What follows belongs to an exercise in optimizing a design on an open flow for small area; a production flow would make more cautious choices.
In this exercise RTL edits were held to simulation tests only and were not proved equivalent to the original.
The clock port is modelled as an ideal driver, which makes a skipped or thinned clock tree look cheaper than it is; a real chip needs a root buffer or a tree.
Power and IR drop assume default switching activity.

== JK ==
==> flow/design.v (excerpt) <==
module EF_PSRAM_CTRL_ahbl (
    input   wire            HCLK,
    input   wire            HRESETn,
    input   wire            HSEL,
    input   wire [31:0]     HADDR,
    input   wire [31:0]     HWDATA,
    input   wire [1:0]      HTRANS,
    input   wire [2:0]      HSIZE,
    input   wire            HWRITE,
    input   wire            HREADY,
    output  wire            HREADYOUT,
    output  wire [31:0]     HRDATA,
    output  wire            sck,
    output  wire            ce_n,
    input   wire [3:0]      din,
    output  wire [3:0]      dout,
    output  wire [3:0]      douten
);
clock: 10.0 ns
lec_check: 0
cap_margin: 20
core_margin: 2
core_utilization: 40
slew_margin: 20
buffer_ports_args: -buffer_cell sky130_fd_sc_hd__buf_1
cts_args: -sink_clustering_enable -repair_clock_nets -dont_use_dummy_load -root_buf sky130_fd_sc_hd__clkbuf_4 -buf_list sky130_fd_sc_hd__clkbuf_4
standard.sh (not shown) runs the stock make flow with config.mk's settings and CLKGATE_MAP_FILE= SYNTH_SCRIPT=/design/flow/synth_recipe.tcl, a recipe that flattens the netlist after the stock synthesis.
==> flow/flow/run.sh <==
#!/bin/bash
# The standard layout, with the port buffers made of the smallest buffer
# (sky130_fd_sc_hd__buf_1) instead of the one buffer_ports picks by itself,
# and a small clock tree without dummy loads. Each tool's full output goes to
# a log here (make.log; ORFS's per-step logs stay under orfs/logs).
set -euo pipefail
cat >> config.mk <<'EOT'
export BUFFER_PORTS_ARGS = -buffer_cell sky130_fd_sc_hd__buf_1
export CTS_ARGS = -sink_clustering_enable -repair_clock_nets -dont_use_dummy_load -root_buf sky130_fd_sc_hd__clkbuf_4 -buf_list sky130_fd_sc_hd__clkbuf_4
EOT
bash standard.sh > make.log 2>&1
JK finished end to end and its layout was clean on timing, DRC and antenna.
Modified inputs, MS compared to JK
- CTS_ARGS now -sink_clustering_enable -repair_clock_nets -dont_use_dummy_load, was -sink_clustering_enable -repair_clock_nets -dont_use_dummy_load -root_buf sky130_fd_sc_hd__clkbuf_4 -buf_list sky130_fd_sc_hd__clkbuf_4
==> flow/flow/run.sh <==
#!/bin/bash
# The standard layout, with the port buffers made of the smallest buffer
# (sky130_fd_sc_hd__buf_1) instead of the one buffer_ports picks by itself,
# and a clock tree without dummy loads. Each tool's full output goes to a log
# here (make.log; ORFS's per-step logs stay under orfs/logs).
set -euo pipefail
cat >> config.mk <<'EOT'
export BUFFER_PORTS_ARGS = -buffer_cell sky130_fd_sc_hd__buf_1
export CTS_ARGS = -sink_clustering_enable -repair_clock_nets -dont_use_dummy_load
EOT
bash standard.sh > make.log 2>&1
- The wire length on met3 in MS sits 22 um below the value recorded for JK.
- Area taken by multi-input logic gates: JK vs MS — no meaningful difference
- Total vias in the final route of MS falls short of that of JK slightly.
- As far as wire length is concerned, JK and MS perform about the same.
- MS and JK ended up with nearly the same peak clock frequency supported by timing.
Modified inputs, AL compared to MS
- BUFFER_PORTS_ARGS no longer set, was -buffer_cell sky130_fd_sc_hd__buf_1
- CTS_ARGS no longer set, was -sink_clustering_enable -repair_clock_nets -dont_use_dummy_load
==> flow/run.sh (new file) <==
#!/bin/bash
# synth_recipe.tcl (not shown) runs the flow's synth.tcl, then flattens the netlist and writes it again
# the make line also repeats each setting of config.mk as NAME=value (left out here)
make -C /OpenROAD-flow-scripts/flow DESIGN_CONFIG=/design/flow/config.mk WORK_HOME=/design/flow/orfs CLKGATE_MAP_FILE= SYNTH_SCRIPT=/design/flow/synth_recipe.tcl finish
removed: flow/flow/run.sh
removed: flow/standard.sh
[summary]
- Compared with MS, the router placed more vias in AL.
- Lower worst hold slack among AL and MS: MS
- Comparing MS with AL, the clock slew seen by the registers of the worst setup and hold paths came out essentially unchanged.
- Count of cells along the worst register-to-register path: MS vs AL — no meaningful difference
- Compare AL and MS | final area higher: AL
- Between MS and AL, the cell count went up.
- Going from MS to AL, part of the power in the clock network grows by 1.7 points.
--- input diff AL..TR ---
- putting BUFFER_PORTS_ARGS at -buffer_cell sky130_fd_sc_hd__buf_1 where nothing was set
- putting CTS_ARGS at -sink_clustering_enable -repair_clock_nets -dont_use_dummy_load -root_buf sky130_fd_sc_hd__clkbuf_16 -buf_list sky130_fd_sc_hd__clkbuf_16 -sink_clustering_size 64 -sink_clustering_max_diameter 500 where nothing was set
==> flow/flow/run.sh (new file) <==
#!/bin/bash
# The standard layout, with the port buffers made of the smallest buffer
# (sky130_fd_sc_hd__buf_1) instead of the one buffer_ports picks by itself,
# and a small clock tree without dummy loads. Each tool's full output goes to
# a log here (make.log; ORFS's per-step logs stay under orfs/logs).
set -euo pipefail
cat >> config.mk <<'EOT'
export BUFFER_PORTS_ARGS = -buffer_cell sky130_fd_sc_hd__buf_1
export CTS_ARGS = -sink_clustering_enable -repair_clock_nets -dont_use_dummy_load -root_buf sky130_fd_sc_hd__clkbuf_16 -buf_list sky130_fd_sc_hd__clkbuf_16 -sink_clustering_size 64 -sink_clustering_max_diameter 500
EOT
bash standard.sh > make.log 2>&1
==> flow/standard.sh (new file) <==
#!/bin/bash
# synth_recipe.tcl (not shown) runs the flow's synth.tcl, then flattens the netlist and writes it again
# the make line also repeats each setting of config.mk as NAME=value (left out here)
make -C /OpenROAD-flow-scripts/flow DESIGN_CONFIG=/design/flow/config.mk WORK_HOME=/design/flow/orfs CLKGATE_MAP_FILE= SYNTH_SCRIPT=/design/flow/synth_recipe.tcl "${@:-finish}"
removed: flow/run.sh
==> run notes <==
Looking at the reports, TR completed the entire flow and the layout it produced met the timing, DRC and antenna checks.
AL: no failed stages, no open violations at the end
A launching element of the worst setup path of HWDATA[21] is what AL shows, while HWDATA[17] belongs to TR.
TR against AL: post-synth design cell area roughly the same; core utilization fell by 12 points.
Post-layout instance count excluding filler cells: lower on TR
Re via count of the first global-routing pass: AL was higher than TR.
From TR to AL, gate count after technology mapping did not move at all.
TR — clock slew at the register clock pins of the worst setup and hold paths 0.02 ns lower, AL as reference
Relative to AL, signed area change from the synthesized netlist to the final layout has gone down in TR.
The run showing the smaller setup slack is AL.
Cmp TR and AL / clock latency of the later-clocked register in the worst-skew pair / higher: AL
Relative to AL, the final cell area reported for TR is lower.

---

## violet
Another version of the RTL of EF_PSRAM_CTRL_ahbl (not shown whole).
Size: about 170 cells after synthesis, ~41 flip-flops, about 120 I/O pins, roughly 2000 um2 of cells after synthesis.
export LEC_CHECK = 0
export CAP_MARGIN = 20
export CORE_MARGIN = 2
export CORE_UTILIZATION = 70
export SLEW_MARGIN = 20
export BUFFER_PORTS_ARGS = -buffer_cell sky130_fd_sc_hd__buf_1
export CTS_ARGS = -sink_clustering_enable -repair_clock_nets -dont_use_dummy_load -root_buf sky130_fd_sc_hd__clkbuf_4 -buf_list sky130_fd_sc_hd__clkbuf_4
create_clock -name core_clock -period 10.0 [get_ports {HCLK}]
==> flow/flow/run.sh <==
#!/bin/bash
# The standard layout with three changes to how it is made:
#  - synthesis maps the logic with an area-oriented ABC script (flow/area.abc)
#    in place of ORFS's speed script; everything else in the synthesis is
#    synth_recipe.tcl as given (same flip-flop mapping, flattening, renaming);
#  - the port buffers are sky130_fd_sc_hd__buf_1 (buffer_ports -buffer_cell);
#  - the clock tree uses clkbuf_4 buffers and no dummy loads.
# make's output goes to make.log here; ORFS's per-step logs stay under orfs/logs.
set -euo pipefail
W=$(pwd)
ABC_SCRIPT="$W/flow/area.abc"
sed "s|log_cmd abc {\*}\$abc_args|log_cmd abc {*}[lreplace \$abc_args 1 1 $ABC_SCRIPT]|" \
    "$FLOW_HOME/scripts/synth.tcl" > "$W/synth_area.tcl"
grep -q "$ABC_SCRIPT" "$W/synth_area.tcl"
sed "s|source \$::env(SCRIPTS_DIR)/synth.tcl|source $W/synth_area.tcl|" \
    "$W/synth_recipe.tcl" > "$W/own_synth.tcl"
grep -q "$W/synth_area.tcl" "$W/own_synth.tcl"
cat >> config.mk <<'EOT'
export BUFFER_PORTS_ARGS = -buffer_cell sky130_fd_sc_hd__buf_1
export CTS_ARGS = -sink_clustering_enable -repair_clock_nets -dont_use_dummy_load -root_buf sky130_fd_sc_hd__clkbuf_4 -buf_list sky130_fd_sc_hd__clkbuf_4
EOT
bash standard.sh SYNTH_SCRIPT="$W/own_synth.tcl" finish > make.log 2>&1
==> flow/flow/area.abc <==
strash
dch
amap
topo
Edits applied to the flow inputs when going from violet to onyx:
--- a/flow/flow/run.sh
+++ b/flow/flow/run.sh
@@ -2 +2 @@
-# The standard layout with three changes to how it is made:
+# The standard layout with these changes to how it is made:
@@ -7,2 +6,0 @@
-#  - the clock tree uses clkbuf_4 buffers and no dummy loads.
-# make's output goes to make.log here; ORFS's per-step logs stay under orfs/logs.
@@ -18 +16 @@
-cat >> config.mk <<'EOT'
+cat >> config.mk <<EOT
@@ -20,0 +19 @@
+export POST_CTS_TCL = $W/flow/noroot.tcl
==> flow/flow/noroot.tcl (new file) <==
set block [ord::get_db_block]
set port_net [[$block findBTerm HCLK] getNet]
set roots {}
foreach it [$port_net getITerms] { lappend roots [$it getInst] }
if {[llength $roots] == 1} {
  set root [lindex $roots 0]
  set out ""
  foreach it [$root getITerms] {
    if {[[$it getMTerm] getIoType] == "OUTPUT"} { set out [$it getNet] }
  }
  set sinks {}
  foreach it [$out getITerms] {
    if {[$it getInst] != $root} { lappend sinks $it }
  }
  set ok [expr {[llength $sinks] <= 4}]
  foreach it $sinks {
    if {![string match "sky130_fd_sc_hd__clkbuf_*" [[[$it getInst] getMaster] getName]]} { set ok 0 }
  }
  if {$ok} {
    foreach it $sinks { $it disconnect; $it connect $port_net }
    puts "noroot: removed [$root getName], [llength $sinks] leaf buffers now on the clock port"
    odb::dbInst_destroy $root
    odb::dbNet_destroy $out
  } else {
    puts "noroot: root buffer kept"
  }
}
--- a/flow/config.mk
+++ b/flow/config.mk
@@ -13,0 +14 @@
+export POST_CTS_TCL = /design/flow/flow/noroot.tcl
==> comparison <==
Cell depth of the worst flop-to-flop path came out exactly the same in violet and onyx. onyx against violet: transition at the pin with the smallest max-transition slack fell by 8.5 ps, fmax stayed essentially flat, core utilization fell by 0.28 points, final design instance area without fill fell by about 0.3%, power fell by about 1.6%. Diff violet -> onyx | number of fill cells | up slightly. Between violet and onyx, the share of cells above drive strength 1 is lower for onyx.

-- static timing again, ports no longer ideal --
Ports are ideal in the flow. The routed layouts listed here were re-timed in OpenROAD.
Step 1, drivers: a clkbuf_16 drives HCLK and a buf_2 each remaining input, both assumed.
Step 2, shift: input delay + t, output delay - t, t = (earliest + latest rising clock arrival at the registers) / 2. This alone moves slack from input paths to output paths.
Three values: no drivers, after step 1, after step 2; two values: the first two.
| run | t, ns | setup slack, ns | worst slew at a driven data input, ns | cell pins on the clock port's net |
|---|---|---|---|---|
| JK | 0.352 | 4.846 / 4.823 / 4.823 | 0.04 | 1 |
| MS | 0.303 | 4.844 / 4.820 / 4.820 | 0.04 | 1 |
| AL | 0.309 | 4.114 / 4.087 / 4.087 | 0.06 | 1 |
| TR | 0.300 | 4.842 / 4.819 / 4.819 | 0.04 | 1 |
| violet | 0.367 | 4.967 / 4.945 / 4.945 | 0.04 | 1 |
| onyx | 0.207 | 4.971 / 4.950 / 4.950 | 0.04 | 4 |
After both steps setup and hold are still met in every run listed. The setup slack of AL, which loses most, moves by -0.027 ns with the drivers and by -0.027 ns with both steps.
